What follows belongs to an exercise in optimizing a design on an open flow for small area; a production flow would make more cautious choices. No functional check of the RTL was part of this run. Power and IR drop assume default switching activity.

$ cat flow/config.mk
export PLATFORM = sky130hd
export DESIGN_NAME = regfile
export DESIGN_NICKNAME = regfile
export VERILOG_FILES = /design/flow/design.v
export SDC_FILE = /design/flow/constraint.sdc
export NUM_CORES = 4
export LEC_CHECK = 0
export CAP_MARGIN = 20
export CORE_MARGIN = 2
export CORE_UTILIZATION = 40
export SLEW_MARGIN = 20
$ cat flow/constraint.sdc
create_clock -name core_clock -period 5.0 [get_ports {clk}]
set_input_delay 1.0000 -clock core_clock [delete_from_list [all_inputs] [get_ports {clk}]]
set_output_delay 1.0000 -clock core_clock [all_outputs]
set_load 0.01 [all_outputs]
$ cat flow/design.v
module dec2to4 (i, en, o);
input [1:0] i;
input en;
output [3:0] o;
wire i0n, i1n;
not n1(i0n, i[0]);
not n2(i1n, i[1]);
and n4(o[0], i0n, i1n, en);
and n5(o[1], i[0], i1n, en);
and n6(o[2], i0n, i[1], en);
and n7(o[3], i[0], i[1], en);
endmodule
module dec3to8(i, en, o);
input [2:0]i;
input en;
output [7:0]o;
wire i0n, i1n, i2n;
not n1(i0n, i[0]);
not n2(i1n, i[1]);
not n3(i2n, i[2]);
and d1(o[0], i0n, i1n, i2n, en);
and d2(o[1], i[0], i1n, i2n, en);
and d3(o[2], i0n, i[1], i2n, en);
and d4(o[3], i[0], i[1], i2n, en);
and d5(o[4], i0n, i1n, i[2], en);
and d6(o[5], i[0], i1n, i[2], en);
and d7(o[6], i0n, i[1], i[2], en);
and d8(o[7], i[0], i[1], i[2], en);
endmodule
module dec5to32(in, en, out);
input [4:0] in;
input en;
output [31:0] out;
wire [3:0] enb;
dec2to4 a1(.i(in[4:3]), .en(en), .o(enb));
dec3to8 a2(.i(in[2:0]), .en(enb[0]), .o(out[7:0]));
dec3to8 a3(.i(in[2:0]), .en(enb[1]), .o(out[15:8]));
dec3to8 a4(.i(in[2:0]), .en(enb[2]), .o(out[23:16]));
dec3to8 a5(.i(in[2:0]), .en(enb[3]), .o(out[31:24]));
endmodule
module mux2to1(data1, data2, q, sel);
	output q;
	input sel,data1 , data2;
	wire w1,w2,w3;
	not n1(w1,sel);
	and a1(w2,w1,data1);
	and a2(w3,sel,data2);
	or o1(q,w2,w3);
endmodule
module mux4to1(data1, data2, data3, data4, q, sel);
	input data1, data2, data3, data4;
	input [1:0] sel;
	output q;
	wire mux_1, mux_2;
	mux2to1 m1(data1, data2, mux_1, sel[0]);
	mux2to1 m2(data3, data4, mux_2, sel[0]);
	mux2to1 m3(mux_1, mux_2, q, sel[1]);
endmodule 
module mux8to1(d0, d1, d2, d3, d4, d5, d6, d7, q, sel);
	input d0, d1, d2, d3, d4, d5, d6, d7;
	input[2:0] sel;
	output q;
	wire q1, q2;
	mux4to1 m1(d0, d1, d2, d3, q1, sel[1:0]);
	mux4to1 m2(d4, d5, d6, d7, q2, sel[1:0]);
	mux2to1 m3(q1, q2, q, sel[2]);
endmodule
module mux16to1(data, q, sel);
	input [15:0] data;
	input [3:0] sel;
	output q;
	wire mux_1, mux_2, mux_3, mux_4;
	mux4to1 m1(data[0], data[1], data[2], data[3], mux_1, sel[1:0]); 
	mux4to1 m2(data[4], data[5], data[6], data[7], mux_2, sel[1:0]);
	mux4to1 m3(data[8], data[9], data[10], data[11], mux_3, sel[1:0]);
	mux4to1 m4(data[12], data[13], data[14], data[15], mux_4, sel[1:0]);
	mux4to1 m5(mux_1, mux_2, mux_3, mux_4, q, sel[3:2]);
endmodule
module mux32to1(data, q, sel);
	input [31:0] data;
	input [4:0] sel;
	output q;
	wire mux_1, mux_2;
	mux16to1 m1(data[31:16], mux_1, sel[3:0]);
	mux16to1 m2(data[15:0], mux_2, sel[3:0]);
	mux2to1  m3(mux_2, mux_1, q, sel[4]);
endmodule
module muxControl (reg0, reg1, reg2, reg3, reg4, reg5, reg6, reg7,
		   reg8, reg9, reg10, reg11, reg12, reg13, reg14, reg15,
		   reg16, reg17, reg18, reg19, reg20, reg21, reg22, reg23,
		   reg24, reg25, reg26, reg27, reg28, reg29, reg30, reg31, readData, sel);
	input [31:0] reg0, reg1, reg2, reg3, reg4, reg5, reg6, reg7,
		   reg8, reg9, reg10, reg11, reg12, reg13, reg14, reg15,
		   reg16, reg17, reg18, reg19, reg20, reg21, reg22, reg23,
		   reg24, reg25, reg26, reg27, reg28, reg29, reg30, reg31;
	input[4:0] sel;
	output [31:0] readData;
	genvar i;
 generate
	 for (i = 0; i < 32; i = i + 1) begin : eachmux
		mux32to1 mux (.data({reg31[i],reg30[i], reg29[i], reg28[i], reg27[i], reg26[i], reg25[i], reg24[i], reg23[i], reg22[i], 
		reg21[i], reg20[i], reg19[i], reg18[i], reg17[i], reg16[i], reg15[i], reg14[i], reg13[i],reg12[i],
		reg11[i], reg10[i], reg9[i], reg8[i], reg7[i], reg6[i], reg5[i], reg4[i],reg3[i], reg2[i], 
		reg1[i], reg0[i]}), .q(readData[i]), .sel(sel));
	end
 endgenerate
endmodule
module register(dataOut,  dataIn, enable, clk, rst);
	input clk, rst, enable;
	input [31:0] dataIn;
	output wire [31:0] dataOut;
	wire [31:0] dataOutBar;
	genvar i;
	generate 
		for (i=0; i<32; i=i+1) begin: eachDFF
			DFF_e D (.Q(dataOut[i]), .Qbar(dataOutBar[i]), .dataIn(dataIn[i]), .enable(enable), .clk(clk), .rst(rst));
		end
	endgenerate
endmodule
module DFF_e(Q, Qbar, dataIn, enable, clk, rst);
	input clk, rst, enable;
	input dataIn;
	output reg Q;
	output reg Qbar;
	always @ (posedge clk or negedge rst)
		if (!rst) begin
			Q <= 1'b0;
			Qbar <= 1'b1;
		end
		else if(enable) begin 
			Q <= dataIn;
			Qbar <= ~dataIn;
		end
endmodule 
module DFF_e4(output reg [3:0] Q, input [3:0] dataIn, input enable, clk, rst);
	always @(posedge clk or negedge rst)
		if (!rst)
			Q <= 4'b0;
		else if (enable) begin
			Q[0] <= dataIn[0];
			Q[1] <= dataIn[1];
			Q[2] <= dataIn[2];
			Q[3] <= dataIn[3];
		end	
endmodule 
module register32(out, w_data, w_enable, clk, rst, w_address);
	output [31:0] [31:0] out;
	input clk, rst, w_enable;
	input [31:0] w_address;
	input [31:0] w_data;
	genvar i;
	generate
		register register0 (.dataOut(out[0]), .dataIn(32'b0), 
							.enable(1'b0), .clk(clk), .rst(rst));    
		for (i = 1; i < 32; i = i + 1) begin : eachRegister
			register register (.dataOut(out[i]), .dataIn(w_data), .enable(w_enable && w_address[i]),
									.clk(clk), .rst(rst));
		end
	endgenerate
endmodule
module regfile (r_data1, r_data2, clk, rst, r_reg1, r_reg2, w_reg, w_data, w_enable);
	output [31:0] r_data1, r_data2;
	input [31:0] w_data;
	input [4:0] r_reg1, r_reg2, w_reg;
	input clk, rst, w_enable;
	wire [31:0] w_address;
	wire [31:0] [31:0] register_data;
	dec5to32 d1 (.in(w_reg), .out(w_address), .en(1'b1));
	register32 r1 (.out(register_data), .w_data(w_data), .w_enable(w_enable), .clk(clk), 
						.rst(rst), .w_address(w_address));
	muxControl m1 (register_data[0], register_data[1], register_data[2], register_data[3], 
			register_data[4], register_data[5], register_data[6], register_data[7],
		   register_data[8], register_data[9], register_data[10], register_data[11], 
			register_data[12], register_data[13], register_data[14], register_data[15],
		   register_data[16], register_data[17], register_data[18], register_data[19], 
			register_data[20], register_data[21], register_data[22], register_data[23],
		   register_data[24], register_data[25], register_data[26], register_data[27],
			register_data[28], register_data[29], register_data[30], register_data[31],
			r_data1, r_reg1);
	muxControl m2 (register_data[0], register_data[1], register_data[2], register_data[3],
			register_data[4], register_data[5], register_data[6], register_data[7],
		   register_data[8], register_data[9], register_data[10], register_data[11], 
			register_data[12], register_data[13], register_data[14], register_data[15],
		   register_data[16], register_data[17], register_data[18], register_data[19],
			register_data[20], register_data[21], register_data[22], register_data[23],
		   register_data[24], register_data[25], register_data[26], register_data[27], 
			register_data[28], register_data[29], register_data[30], register_data[31],
			r_data2, r_reg2);
endmodule
$ cat flow/run.sh
#!/bin/bash
# synth_recipe.tcl (not shown) runs the flow's synth.tcl, then flattens the netlist and writes it again
# the make line also repeats each setting of config.mk as NAME=value (left out here)
make -C /OpenROAD-flow-scripts/flow DESIGN_CONFIG=/design/flow/config.mk WORK_HOME=/design/flow/orfs CLKGATE_MAP_FILE= SYNTH_SCRIPT=/design/flow/synth_recipe.tcl finish
==> flow_summary_export.csv <==
group,metric,value,unit
clock_network,cts_setup_buffers,0,
floorplanning,die_w,369.3,microns
grt,globalRouteOverflowTotal,0,
grt,grt_start_max_net_pins,125,
timing,timing.final.setup_violations,0,
layout,largest_reg_flops,992,
synth,synth_mux_area_share,44.40,%
floorplanning,floorplan.die.height,369.3,microns
timing,slew-limit-headroom,27.56,%
synth,post_synth_xor_area_fraction,0,%
routing,post_route_ant_nets,0,
synth,synth_area_per_cell,15.26,sq um
placed_design,dp_hpwl,99860,microns
setup_path,critPathArrivalTime,3.62,ns
timing,finClkSkew,0,ns
layout,area_delta_synth_final,14.06,%
routing,detail_route.drc_violations,0,
clock_network,cts_inserted_buffers,112,
clock_network,cts_tree,"done",
clock_network,clock_path_buffers,3,
clock_network,clock_sinks,992,
synth,yosys_register_bits,992,
clock_network,ctsHtreeMaxLevel,3,
setup_path,critPathMaxFanout,32,
timing,worst_pin_slew,1.083,ns
clock_network,ctsRootBufferMaster,"sky130_fd_sc_hd__clkbuf_16",
synth,synth_top_family_by_area,"multiplexers",
floorplanning,ios,114,
routing,first_iter_violations,2817,
synth,number_of_standard_cells_after_synthesis,3498,
timing,report.final.slew_viol_count,0,
timing,finalSetupTns,0,ns
synth,post_synthesis_compound_gate_area_fraction,4.164,%
routing,post_drt_via_cell_ratio,6.192,
clock_network,postCtsHoldBufs,0,
layout,leading_registers_by_flop_count,"r1.eachRegister.register.eachDFF.D.Q x992",
synth,ys_types,30,
layout,ratio_of_cells_with_drive_above_1_in_the_final_layout,55.76,%
floorplanning,core-area,133000,sq um
layout,layout_common_cells,"1088 x sky130_fd_sc_hd__mux2_2, 992 x sky130_fd_sc_hd__dfrtp_1, 454 x sky130_fd_sc_hd__mux4_2",
placed_design,placed_cells,5128,
synth,area_share_of_fa_ha_maj_cells_after_synthesis,0,%
synth,mappedNetlistArea,53370,sq um
grt,grt_antenna_before_repair,12,
timing,maxClockFrequency,216.5,MHz
synth,mappedNetlistNets,3548,
power,power_density_normalized_to_cell_area,404.7,nW/um^2
timing,final_min_period_over_clock_period,92.37,%
grt,grtUsageTotal,24.51,%
status,run_status,"timing/DRC/antenna clean",
timing,time_the_final_worst_path_needs_with_i_o_delays_and_setup,4.619,ns
layout,final_common_cell,"sky130_fd_sc_hd__mux2_2",
setup_path,timing.critical_path.to_type,"primary output",
synth,synth.yosys.warnings,1,
synth,ys_seq_area_share,46.51,%
power,ir_worst_vdd,299.4,uV
timing,final_hold_viol_count,0,
routing,totalWireLength,166000,microns
setup_path,worstSetupPathType,"in2out",
flow_run,drv_cap,0,
clock_network,clkLatencyLatePin,0.70,ns
placed_design,gp_congestion,0.7927,
routing,wire_per_inst,31.08,microns
worst_hold_path,class_of_the_most_critical_hold_timing_path,"in2async",
floorplanning,floorplan.die_area,136400,sq um
layout,registers.top_by_ff_count,"r1.eachRegister.register.eachDFF.D.Q",
floorplanning,floorplan.rows,134,
clock_network,clk_transition_reported_paths,0.05,ns
setup_path,startpoint_type,"input port",
timing,rsz0062_at_grt,"false",
synth,synth_simple_gate_area_share,1.017,%
setup_path,required,4.00,ns
power,p_leak,26.07,nW
layout,layout.nets,3524,
clock_network,number_of_gates_resized_after_cts,0,
floorplanning,initial_core_util,40.14,%
grt,first_global_vias,34150,
routing,drt_pass_1_iters,7,
grt,first_pass_grt_wire_length,246600,microns
routing,dr_total_vias,33080,
layout,fin_cells,5342,
placed_design,buffer_ports.inserted,113,
Yosys cell counts:
| master | n | share of area, % |
|---|---|---|
| sky130_fd_sc_hd__dfrtp_1 | 992 | 47 |
| sky130_fd_sc_hd__nand2b_1 | 2 | 0.023 |
| sky130_fd_sc_hd__nor3_1 | 1 | 0.0094 |
| sky130_fd_sc_hd__nor2b_1 | 5 | 0.059 |
| sky130_fd_sc_hd__a22o_1 | 115 | 1.9 |
| sky130_fd_sc_hd__nor3b_1 | 4 | 0.056 |
| sky130_fd_sc_hd__nand3_1 | 2 | 0.019 |
| sky130_fd_sc_hd__nand2_1 | 31 | 0.22 |
| sky130_fd_sc_hd__inv_1 | 1 | 0.0070 |
| sky130_fd_sc_hd__mux4_2 | 454 | 19 |
| sky130_fd_sc_hd__o31ai_1 | 32 | 0.45 |
| sky130_fd_sc_hd__nor2_1 | 19 | 0.13 |
| sky130_fd_sc_hd__a221o_1 | 13 | 0.24 |
| sky130_fd_sc_hd__a22oi_1 | 13 | 0.18 |
| sky130_fd_sc_hd__or2_2 | 1 | 0.012 |
| sky130_fd_sc_hd__and2_1 | 33 | 0.39 |
| sky130_fd_sc_hd__o22ai_1 | 45 | 0.53 |
| sky130_fd_sc_hd__a211oi_1 | 32 | 0.45 |
| sky130_fd_sc_hd__o21ai_0 | 45 | 0.42 |
| sky130_fd_sc_hd__and3b_1 | 1 | 0.016 |
| sky130_fd_sc_hd__and3_1 | 1 | 0.012 |
| sky130_fd_sc_hd__clkbuf_1 | 207 | 1.5 |
| sky130_fd_sc_hd__buf_6 | 4 | 0.084 |
| sky130_fd_sc_hd__mux2_2 | 1088 | 23 |
| sky130_fd_sc_hd__or3b_2 | 1 | 0.016 |
| sky130_fd_sc_hd__buf_4 | 73 | 1.0 |
| sky130_fd_sc_hd__mux2i_1 | 122 | 2.3 |
| sky130_fd_sc_hd__buf_1 | 60 | 0.42 |
| sky130_fd_sc_hd__buf_2 | 97 | 0.91 |
| sky130_fd_sc_hd__nand3b_1 | 4 | 0.056 |
critical path, stage by stage:
cell and delay, ns:
sky130_fd_sc_hd__buf_8 0.34, sky130_fd_sc_hd__buf_12 0.29, sky130_fd_sc_hd__buf_12 0.19, sky130_fd_sc_hd__mux4_2 0.50, sky130_fd_sc_hd__mux2_2 0.29, sky130_fd_sc_hd__a221o_1 0.42
sky130_fd_sc_hd__clkdlybuf4s50_1 0.51
metal layers:
layer | vias to the layer above | part of all wire, % | track usage, %
li1 | 13510 | - | -
met3 | 280 | 5.9 | 4.107
met4 | 10 | 2.8 | 6.507
met2 | 1062 | 47 | 38.53
met5 | - | 0.036 | 0
met1 | 18220 | 45 | 35.20
report_power, final:
group / switching [W] / leakage (nW) / internal, W
clock network: 0.00348 / 1.95 / 0.00518
registers: 0.00116 / 12.7 / 0.00961
logic: 0.00196 / 11.4 / 0.00325
total: 0.00660 / 26.1 / 0.0180
worst paths after layout:
path	slack, ns	start	depth (start not counted)	to
worst max-delay path	0.38	r_reg1[1]	7	r_data1[10]
worst min register to register	0.52	r1.eachRegister[22].register.eachDFF[7].D.Q$_DFFE_PN0P_	1	r1.eachRegister[22].register.eachDFF[7].D.Q$_DFFE_PN0P_
worst max register to register	4.20	r1.eachRegister[17].register.eachDFF[24].D.Q$_DFFE_PN0P_	1	r1.eachRegister[17].register.eachDFF[24].D.Q$_DFFE_PN0P_
min in group core_clock	0.52	r1.eachRegister[22].register.eachDFF[7].D.Q$_DFFE_PN0P_	1	r1.eachRegister[22].register.eachDFF[7].D.Q$_DFFE_PN0P_
max in group asynchronous	3.31	rst	3	r1.eachRegister[12].register.eachDFF[4].D.Q$_DFFE_PN0P_
worst min-delay path	0.29	rst	1	r1.eachRegister[14].register.eachDFF[22].D.Q$_DFFE_PN0P_
metrics by stage:
stage	util (%)	instance area, sq um	hold slack (ns)	total power, W	setup WS, ns
floorplan	-	53370	0.4911	0.01446	1.097
global placement	42.90	57030	0.5036	0.01598	0.3574
detailed placement	42.88	57020	0.5108	0.01611	0.3572
CTS	45.83	60930	0.2843	0.02482	0.3511
global route	45.78	60870	0.3063	0.02570	0.2786
finish	45.79	60880	0.2854	0.02464	0.3815
cell type report:
type / count / area (sq um)
fill: 11660 / 72080
multi-input combinational: 2064 / 26690
sequential: 992 / 24820
clock buffer: 174 / 3478
timing repair buffer: 303 / 3218
tap: 1768 / 2212
clock inverter: 35 / 434.2
antenna: 5 / 12.51
inverter: 1 / 3.754
logic make-up (layout without fill, tap and decap cells):
family,Yosys count,count (layout)
flip-flops,992,992
buffers and inverters,442,513
other,0,5
AND/OR/NAND/NOR,105,105
multiplexers,1664,1664
AO/OA/AOI/OAI,295,295

## what the ideal ports hide
Ports are ideal in the flow. The routed layout listed here was re-timed in OpenROAD. Step 1 assumes that a clkbuf_16 drives the clock port and a buf_2 every other input. Step 2 also shifts input and output timing later by t, the mid clock arrival at the registers, as if the neighbouring blocks saw the same clock. Slacks: no drivers / after step 1 / after step 2; pairs: no drivers / after step 1.
t, ns: 0.784
slack for setup (ns): 0.381 / 0.319 / 0.319
worst setup path at the end: input to output
slew at the worst register clock pin (ns): 0.06 / 0.06
worst data-port slew with drivers (ns): 0.13
After both steps setup and hold are still met in this run. For this run, drivers alone change the setup slack by -0.062 ns; drivers and shift together by -0.062 ns.
